This is an optimization exercise on Yosys and OpenROAD, whose aim is small area, not a production implementation.
Power is estimated from default activity; no workload was simulated.

==> module AddRawFN, before the edit <==
module AddRawFN(
  input         clock,
  input         reset,
  input         io_a_isNaN,
  input         io_a_isInf,
  input         io_a_isZero,
  input  [8:0]  io_a_exp,
  input  [22:0] io_a_sig,
  input         io_b_isNaN,
  input         io_b_isInf,
  input         io_b_isZero,
  input  [8:0]  io_b_exp,
  input  [22:0] io_b_sig,
  output        io_invalidExc,
  output        io_rawOut_isNaN,
  output        io_rawOut_isInf,
  output        io_rawOut_isZero,
  output [8:0]  io_rawOut_exp,
  output [22:0] io_rawOut_sig
);
  wire sNaN_a = io_a_isNaN & ~io_a_isInf & ~io_a_isZero & (&io_a_exp[7:0]) & ~io_a_sig[22] & (|io_a_sig[21:0]);
  wire sNaN_b = io_b_isNaN & ~io_b_isInf & ~io_b_isZero & (&io_b_exp[7:0]) & ~io_b_sig[22] & (|io_b_sig[21:0]);
  wire [3:0] flags = {sNaN_a | sNaN_b | (io_a_isInf & io_b_isZero) | (io_a_isZero & io_b_isInf),
                      io_a_isNaN | io_b_isNaN, io_a_isInf | io_b_isInf, io_a_isZero | io_b_isZero};
  wire [9:0] dab = {1'b0, io_a_exp} - {1'b0, io_b_exp};
  wire [8:0] dba = io_b_exp - io_a_exp;
  wire swap = dab[9];
  wire [8:0] M = swap ? dba : dab[8:0];
  wire [8:0] E = swap ? io_b_exp : io_a_exp;
  wire [22:0] L = swap ? io_b_sig : io_a_sig;
  wire [22:0] S = swap ? io_a_sig : io_b_sig;
  wire far = M > 9'd24;
  wire [47:0] T = far ? 48'h0 : ({2'b01, S, 23'h0} >> M[4:0]);
  wire [23:0] A = {1'b1, L};
  wire [23:0] B = T[46:23];
  wire [23:0] s1;
  wire [24:0] cc;
  wire [5:0] c1;
  genvar i;
  generate for (i = 0; i < 24; i = i + 1) begin : rip
    wire ci = (i == 0 || i == 4 || i == 8 || i == 12 || i == 16 || i == 20) ? 1'b0 : cc[i];
    assign s1[i] = A[i] ^ B[i] ^ ci;
    assign cc[i+1] = (A[i] & B[i]) | (ci & (A[i] ^ B[i]));
  end endgenerate
  assign c1[0] = cc[4];
  assign c1[1] = cc[8];
  assign c1[2] = cc[12];
  assign c1[3] = cc[16];
  assign c1[4] = cc[20];
  assign c1[5] = cc[24];
  reg [23:0] q_s;
  reg [5:0] q_c;
  reg        q_g, q_st;
  reg [8:0]  q_e;
  reg [3:0]  q_f;
  always @(posedge clock) begin
    q_s <= s1;
    q_c <= c1;
    q_g <= T[22];
    q_st <= |T[21:0];
    q_e <= E;
    q_f <= flags;
  end
  wire bp0 = &q_s[3:0];
  wire bp1 = &q_s[7:4];
  wire bp2 = &q_s[11:8];
  wire bp3 = &q_s[15:12];
  wire bp4 = &q_s[19:16];
  wire bp5 = &q_s[23:20];
  wire gp1 = 1'b0, pp1 = 1'b1;
  wire gp2 = q_c[1] | (bp1 & gp1);
  wire pp2 = bp1 & pp1;
  wire gp3 = q_c[2] | (bp2 & gp2);
  wire pp3 = bp2 & pp2;
  wire gp4 = q_c[3] | (bp3 & gp3);
  wire pp4 = bp3 & pp3;
  wire gp5 = q_c[4] | (bp4 & gp4);
  wire pp5 = bp4 & pp4;
  wire gp6 = q_c[5] | (bp5 & gp5);
  wire pp6 = bp5 & pp5;
  wire up0 = q_g & (q_st | q_s[0]);
  wire up1 = q_s[0] & (q_g | q_st | q_s[1]);
  wire ovf = gp6 | (pp6 & q_c[0]);
  wire rnz = ovf ? up1 : up0;
  wire [3:0] r0 = ovf ? {up1, 1'b0} : {1'b0, up0};
  wire co0 = q_c[0] | (bp0 & rnz);
  wire [23:0] V;
  assign V[3:0] = q_s[3:0] + r0;
  wire ci1 = gp1 | (pp1 & co0);
  assign V[7:4] = q_s[7:4] + {3'd0, ci1};
  wire ci2 = gp2 | (pp2 & co0);
  assign V[11:8] = q_s[11:8] + {3'd0, ci2};
  wire ci3 = gp3 | (pp3 & co0);
  assign V[15:12] = q_s[15:12] + {3'd0, ci3};
  wire ci4 = gp4 | (pp4 & co0);
  assign V[19:16] = q_s[19:16] + {3'd0, ci4};
  wire ci5 = gp5 | (pp5 & co0);
  assign V[23:20] = q_s[23:20] + {3'd0, ci5};
  wire V24 = gp6 | (pp6 & co0);
  wire [22:0] F = V24 ? V[23:1] : V[22:0];
  wire [8:0] Eo = q_e + {8'h0, V24};
  reg [35:0] p2, p3, p4, p5, p6;
  always @(posedge clock) begin
    p2 <= {q_f, Eo, F};
    p3 <= p2;
    p4 <= p3;
    p5 <= p4;
    p6 <= p5;
  end
  assign {io_invalidExc, io_rawOut_isNaN, io_rawOut_isInf, io_rawOut_isZero, io_rawOut_exp, io_rawOut_sig} = p6;
endmodule
==> flow/config.mk <==
export PLATFORM = sky130hd
export DESIGN_NAME = AddRawFN
export DESIGN_NICKNAME = AddRawFN
export VERILOG_FILES = /design/flow/design.v
export SDC_FILE = /design/flow/constraint.sdc
export NUM_CORES = 4
export LEC_CHECK = 0
export CAP_MARGIN = 20
export CORE_MARGIN = 2
export CORE_UTILIZATION = 40
export SLEW_MARGIN = 20
==> flow/constraint.sdc <==
create_clock -name core_clock -period 4.0 [get_ports {clock}]
set_input_delay 0.8000 -clock core_clock [delete_from_list [all_inputs] [get_ports {clock}]]
set_output_delay 0.8000 -clock core_clock [all_outputs]
set_load 0.01 [all_outputs]
run.sh (not shown) runs the stock make flow with config.mk's settings and CLKGATE_MAP_FILE= SYNTH_SCRIPT=/design/flow/synth_recipe.tcl, a recipe that flattens the netlist after the stock synthesis.
The starting point ran to the end with violations: negative setup slack.
Then changed:
--- a/flow/design.v
+++ b/flow/design.v
@@ -33,25 +33,23 @@
   wire [47:0] T = far ? 48'h0 : ({2'b01, S, 23'h0} >> M[4:0]);
   wire [23:0] A = {1'b1, L};
   wire [23:0] B = T[46:23];
   wire [23:0] s1;
   wire [24:0] cc;
-  wire [5:0] c1;
+  wire [3:0] c1;
   genvar i;
   generate for (i = 0; i < 24; i = i + 1) begin : rip
-    wire ci = (i == 0 || i == 4 || i == 8 || i == 12 || i == 16 || i == 20) ? 1'b0 : cc[i];
+    wire ci = (i == 0 || i == 6 || i == 12 || i == 18) ? 1'b0 : cc[i];
     assign s1[i] = A[i] ^ B[i] ^ ci;
     assign cc[i+1] = (A[i] & B[i]) | (ci & (A[i] ^ B[i]));
   end endgenerate
-  assign c1[0] = cc[4];
-  assign c1[1] = cc[8];
-  assign c1[2] = cc[12];
-  assign c1[3] = cc[16];
-  assign c1[4] = cc[20];
-  assign c1[5] = cc[24];
+  assign c1[0] = cc[6];
+  assign c1[1] = cc[12];
+  assign c1[2] = cc[18];
+  assign c1[3] = cc[24];
   reg [23:0] q_s;
-  reg [5:0] q_c;
+  reg [3:0] q_c;
   reg        q_g, q_st;
   reg [8:0]  q_e;
   reg [3:0]  q_f;
   always @(posedge clock) begin
     q_s <= s1;
@@ -59,46 +57,36 @@
     q_g <= T[22];
     q_st <= |T[21:0];
     q_e <= E;
     q_f <= flags;
   end
-  wire bp0 = &q_s[3:0];
-  wire bp1 = &q_s[7:4];
-  wire bp2 = &q_s[11:8];
-  wire bp3 = &q_s[15:12];
-  wire bp4 = &q_s[19:16];
-  wire bp5 = &q_s[23:20];
+  wire bp0 = &q_s[5:0];
+  wire bp1 = &q_s[11:6];
+  wire bp2 = &q_s[17:12];
+  wire bp3 = &q_s[23:18];
   wire gp1 = 1'b0, pp1 = 1'b1;
   wire gp2 = q_c[1] | (bp1 & gp1);
   wire pp2 = bp1 & pp1;
   wire gp3 = q_c[2] | (bp2 & gp2);
   wire pp3 = bp2 & pp2;
   wire gp4 = q_c[3] | (bp3 & gp3);
   wire pp4 = bp3 & pp3;
-  wire gp5 = q_c[4] | (bp4 & gp4);
-  wire pp5 = bp4 & pp4;
-  wire gp6 = q_c[5] | (bp5 & gp5);
-  wire pp6 = bp5 & pp5;
   wire up0 = q_g & (q_st | q_s[0]);
   wire up1 = q_s[0] & (q_g | q_st | q_s[1]);
-  wire ovf = gp6 | (pp6 & q_c[0]);
+  wire ovf = gp4 | (pp4 & q_c[0]);
   wire rnz = ovf ? up1 : up0;
-  wire [3:0] r0 = ovf ? {up1, 1'b0} : {1'b0, up0};
+  wire [5:0] r0 = ovf ? {up1, 1'b0} : {1'b0, up0};
   wire co0 = q_c[0] | (bp0 & rnz);
   wire [23:0] V;
-  assign V[3:0] = q_s[3:0] + r0;
+  assign V[5:0] = q_s[5:0] + r0;
   wire ci1 = gp1 | (pp1 & co0);
-  assign V[7:4] = q_s[7:4] + {3'd0, ci1};
+  assign V[11:6] = q_s[11:6] + {5'd0, ci1};
   wire ci2 = gp2 | (pp2 & co0);
-  assign V[11:8] = q_s[11:8] + {3'd0, ci2};
+  assign V[17:12] = q_s[17:12] + {5'd0, ci2};
   wire ci3 = gp3 | (pp3 & co0);
-  assign V[15:12] = q_s[15:12] + {3'd0, ci3};
-  wire ci4 = gp4 | (pp4 & co0);
-  assign V[19:16] = q_s[19:16] + {3'd0, ci4};
-  wire ci5 = gp5 | (pp5 & co0);
-  assign V[23:20] = q_s[23:20] + {3'd0, ci5};
-  wire V24 = gp6 | (pp6 & co0);
+  assign V[23:18] = q_s[23:18] + {5'd0, ci3};
+  wire V24 = gp4 | (pp4 & co0);
   wire [22:0] F = V24 ? V[23:1] : V[22:0];
   wire [8:0] Eo = q_e + {8'h0, V24};
   reg [35:0] p2, p3, p4, p5, p6;
   always @(posedge clock) begin
     p2 <= {q_f, Eo, F};
The changed run finished with negative setup slack left.
Area after synthesis shrinks by 0.43%.
Final cell count grows by 2.6%.
Routed wire length grows by 11%.
Total power grows by 3.7%.
Clock-buffer cell count grows by 7.
Cell area grows by 4.1%.
No run of this note included a check of the RTL's function; only the layout flow was run.

========
old:
Another version of the RTL of AddRawFN (not shown whole).
Size in the first run: ~790 cells after synthesis, about 110 I/O pins, about 8400 um2 of cells after synthesis.
==> module AddRawFN, before the edit <==
module AddRawFN(
  input         clock,
  input         reset,
  input         io_a_isNaN,
  input         io_a_isInf,
  input         io_a_isZero,
  input  [8:0]  io_a_exp,
  input  [22:0] io_a_sig,
  input         io_b_isNaN,
  input         io_b_isInf,
  input         io_b_isZero,
  input  [8:0]  io_b_exp,
  input  [22:0] io_b_sig,
  output        io_invalidExc,
  output        io_rawOut_isNaN,
  output        io_rawOut_isInf,
  output        io_rawOut_isZero,
  output [8:0]  io_rawOut_exp,
  output [22:0] io_rawOut_sig
);
  wire [3:0] flags;
  m_flags uf(io_a_isNaN, io_a_isInf, io_a_isZero, io_a_exp, io_a_sig,
             io_b_isNaN, io_b_isInf, io_b_isZero, io_b_exp, io_b_sig, flags);
  wire swap, swapn, far, pA, pB, m24;
  wire [4:0] m, mn;
  wire [8:0] E;
  m_exp ue(io_a_exp, io_b_exp, swap, swapn, m, mn, far, pA, pB, m24, E);
  wire a0m = io_a_sig[0] & ~m24;
  wire b0m = io_b_sig[0] & ~m24;
  wire [24:0] Xn;
  assign Xn[24] = swap;
  c_nor2 ux23(swap, io_b_sig[22], Xn[23]);
  c_o22ai ux1(swapn, io_a_sig[1], swap, b0m, Xn[1]);
  c_nand2 ux0(swap, a0m, Xn[0]);
  genvar i;
  generate for (i = 2; i <= 22; i = i + 1) begin : gx
    c_o22ai u(swapn, io_a_sig[i], swap, io_b_sig[i-1], Xn[i]);
  end endgenerate
  wire [24:0] y1;
  generate for (i = 0; i <= 23; i = i + 1) begin : gy1
    c_o22ai u(mn[0], Xn[i+1], m[0], Xn[i], y1[i]);
  end endgenerate
  generate for (i = 24; i <= 24; i = i + 1) begin : fy1
    c_nor2 u(m[0], Xn[i], y1[i]);
  end endgenerate
  wire [24:0] y2n;
  generate for (i = 0; i <= 22; i = i + 1) begin : gy2n
    c_o22ai u(mn[1], y1[i+2], m[1], y1[i], y2n[i]);
  end endgenerate
  generate for (i = 23; i <= 24; i = i + 1) begin : fy2n
    c_nand2 u(mn[1], y1[i], y2n[i]);
  end endgenerate
  wire [24:0] y3;
  generate for (i = 0; i <= 20; i = i + 1) begin : gy3
    c_o22ai u(mn[2], y2n[i+4], m[2], y2n[i], y3[i]);
  end endgenerate
  generate for (i = 21; i <= 24; i = i + 1) begin : fy3
    c_nor2 u(m[2], y2n[i], y3[i]);
  end endgenerate
  wire [24:0] y4n;
  generate for (i = 0; i <= 16; i = i + 1) begin : gy4n
    c_o22ai u(mn[3], y3[i+8], m[3], y3[i], y4n[i]);
  end endgenerate
  generate for (i = 17; i <= 24; i = i + 1) begin : fy4n
    c_nand2 u(mn[3], y3[i], y4n[i]);
  end endgenerate
  wire [24:0] y5;
  generate for (i = 0; i <= 8; i = i + 1) begin : gy5
    c_o22ai u(pA, y4n[i+16], pB, y4n[i], y5[i]);
  end endgenerate
  generate for (i = 9; i <= 24; i = i + 1) begin : fy5
    c_nor2 u(pB, y4n[i], y5[i]);
  end endgenerate
  wire Tst;
  m_sticky ust(m, far, Xn[0], y1[1:0], y2n[3:0], y3[7:0], y4n[15:0], Tst);
  wire [23:0] B = y5[24:1];
  wire Tg = y5[0];
  wire [23:0] s1;
  wire [11:0] c1;
  m_ladd ul(swap, io_a_sig, io_b_sig, B, s1, c1);
  reg [23:0] q_s;
  reg [11:0] q_c;
  reg        q_g, q_st;
  reg [8:0]  q_e;
  reg [3:0]  q_f;
  always @(posedge clock) begin
    q_s <= s1;
    q_c <= c1;
    q_g <= Tg;
    q_st <= Tst;
    q_e <= E;
    q_f <= flags;
  end
  wire [22:0] F;
  wire [8:0] Eo;
  m_s2 u2(q_s, q_c, q_g, q_st, q_e, F, Eo);
  reg [35:0] p2, p3, p4, p5, p6;
  always @(posedge clock) begin
    p2 <= {q_f, Eo, F};
    p3 <= p2;
    p4 <= p3;
    p5 <= p4;
    p6 <= p5;
  end
  assign {io_invalidExc, io_rawOut_isNaN, io_rawOut_isInf, io_rawOut_isZero, io_rawOut_exp, io_rawOut_sig} = p6;
endmodule
==> module m_ladd, before the edit <==
module m_ladd(input swap, input [22:0] as, bs, input [23:0] B, output [23:0] s, output [11:0] c);
  wire [23:0] A = {1'b1, swap ? bs : as};
  genvar i;
  generate for (i = 0; i < 12; i = i + 1) begin : blk
    wire a0 = A[2*i], a1 = A[2*i+1], b0 = B[2*i], b1 = B[2*i+1];
    wire c0 = a0 & b0;
    assign s[2*i] = a0 ^ b0;
    assign s[2*i+1] = a1 ^ b1 ^ c0;
    assign c[i] = (a1 & b1) | (c0 & (a1 ^ b1));
  end endgenerate
endmodule
clock: 4.0 ns
lec_check: 0
abc_area: 0
cap_margin: 20
core_margin: 2
core_utilization: 40
cts_cluster_diameter: 100
cts_cluster_size: 30
gpl_timing_driven: 0
slew_margin: 20
synth_hierarchical: 1
synth_minimum_keep_size: 0
standard.sh (not shown) runs the stock make flow with config.mk's settings and CLKGATE_MAP_FILE= SYNTH_SCRIPT=/design/flow/synth_recipe.tcl, a recipe that flattens the netlist after the stock synthesis.
==> flow/flow/run.sh <==
#!/bin/bash
# Standard ORFS layout, but with plain buf_1 cells as the port buffers instead of the
# delay cells buffer_ports would otherwise pick. Full make output goes to standard.log.
set -euo pipefail
bash standard.sh "BUFFER_PORTS_ARGS=-buffer_cell sky130_fd_sc_hd__buf_1" finish > standard.log 2>&1
Every stage of old finished as expected; the final checks, on the other hand, flagged setup timing, which means the layout fails.
### old -> new
diff --git a/flow/design.v b/flow/design.v
--- a/flow/design.v
+++ b/flow/design.v
@@ -72,28 +72,30 @@
     c_nor2 u(pB, y4n[i], y5[i]);
   end endgenerate
   wire Tst;
   m_sticky ust(m, far, Xn[0], y1[1:0], y2n[3:0], y3[7:0], y4n[15:0], Tst);
   wire [23:0] B = y5[24:1];
   wire Tg = y5[0];
-  wire [23:0] s1;
-  wire [11:0] c1;
-  m_ladd ul(swap, io_a_sig, io_b_sig, B, s1, c1);
-  reg [23:0] q_s;
-  reg [11:0] q_c;
+  wire [22:0] L;
+  m_lmux ulm(swap, io_a_sig, io_b_sig, L);
+  reg [22:0] q_l;
+  reg [23:0] q_b;
   reg        q_g, q_st;
   reg [8:0]  q_e;
   reg [3:0]  q_f;
   always @(posedge clock) begin
-    q_s <= s1;
-    q_c <= c1;
+    q_l <= L;
+    q_b <= B;
     q_g <= Tg;
     q_st <= Tst;
     q_e <= E;
     q_f <= flags;
   end
+  wire [23:0] q_s;
+  wire [11:0] q_c;
+  m_badd ub({1'b1, q_l}, q_b, q_s, q_c);
   wire [22:0] F;
   wire [8:0] Eo;
   m_s2 u2(q_s, q_c, q_g, q_st, q_e, F, Eo);
   reg [35:0] p2, p3, p4, p5, p6;
   always @(posedge clock) begin
     p2 <= {q_f, Eo, F};
@@ -134,14 +136,16 @@
 endmodule
 module m_sticky(input [4:0] m, input far, input x0n, input [1:0] y1, input [3:0] y2n, input [7:0] y3,
                 input [15:0] y4n, output st);
   wire t = (m[0] & ~x0n) | (m[1] & (|y1)) | (m[2] & ~(&y2n)) | (m[3] & (|y3)) | (m[4] & ~(&y4n));
   assign st = t & ~far;
 endmodule
-module m_ladd(input swap, input [22:0] as, bs, input [23:0] B, output [23:0] s, output [11:0] c);
-  wire [23:0] A = {1'b1, swap ? bs : as};
+module m_lmux(input swap, input [22:0] as, bs, output [22:0] L);
+  assign L = swap ? bs : as;
+endmodule
+module m_badd(input [23:0] A, B, output [23:0] s, output [11:0] c);
   genvar i;
   generate for (i = 0; i < 12; i = i + 1) begin : blk
     wire a0 = A[2*i], a1 = A[2*i+1], b0 = B[2*i], b1 = B[2*i+1];
     wire c0 = a0 & b0;
     assign s[2*i] = a0 ^ b0;
     assign s[2*i+1] = a1 ^ b1 ^ c0;
[summary]
- The flow for new finished, though final verification flagged setup timing.
- Die area (lower): old
- Changes observed in new relative to old: aggregate routed wire length +about 5%, average vias per placed instance +about 0.8%, signed area change from the synthesized netlist to the final layout -6.0 points.
- The synthesized area per cell on new is in line with that on old.
- The higher delay of the slowest critical-path stage of old and new is in old.
- In the tables for old and new, die boundary width reads lower with old.
Function was not checked in any run of this note: the RTL went through the layout flow alone.

==> what the ideal ports hide <==
In the flow no input, the clock included, has a driving cell. The finished layouts below were timed again as built, in two steps. Step 1 assumes that a clkbuf_16 drives the clock port and a buf_2 every other input. Step 2 also shifts input and output timing later by t, the mid clock arrival at the registers, as if the neighbouring blocks saw the same clock. Slacks: ideal ports / drivers / drivers and shift; pairs: ideal ports / drivers.
run | t (ns) | setup slack, ns | hold WS [ns] | worst register clock-pin slew, ns | worst data-port slew with drivers (ns)
the first run of note 1 | 0.503 | -0.435 / -0.442 / -0.945 | 0.318 / 0.318 / 0.318 | 0.07 / 0.07 | 0.05
the second run of note 1 | 0.522 | -1.010 / -1.001 / -1.523 | 0.320 / 0.320 / 0.320 | 0.07 / 0.07 | 0.06
old | 0.486 | -0.119 / -0.147 / -0.634 | 0.330 / 0.330 / 0.330 | 0.10 / 0.10 | 0.07
new | 0.504 | -0.184 / -0.166 / -0.671 | 0.329 / 0.329 / 0.329 | 0.11 / 0.11 | 0.07
The setup slack of old, which loses most, moves by -0.028 ns with the drivers and by -0.515 ns with both steps.
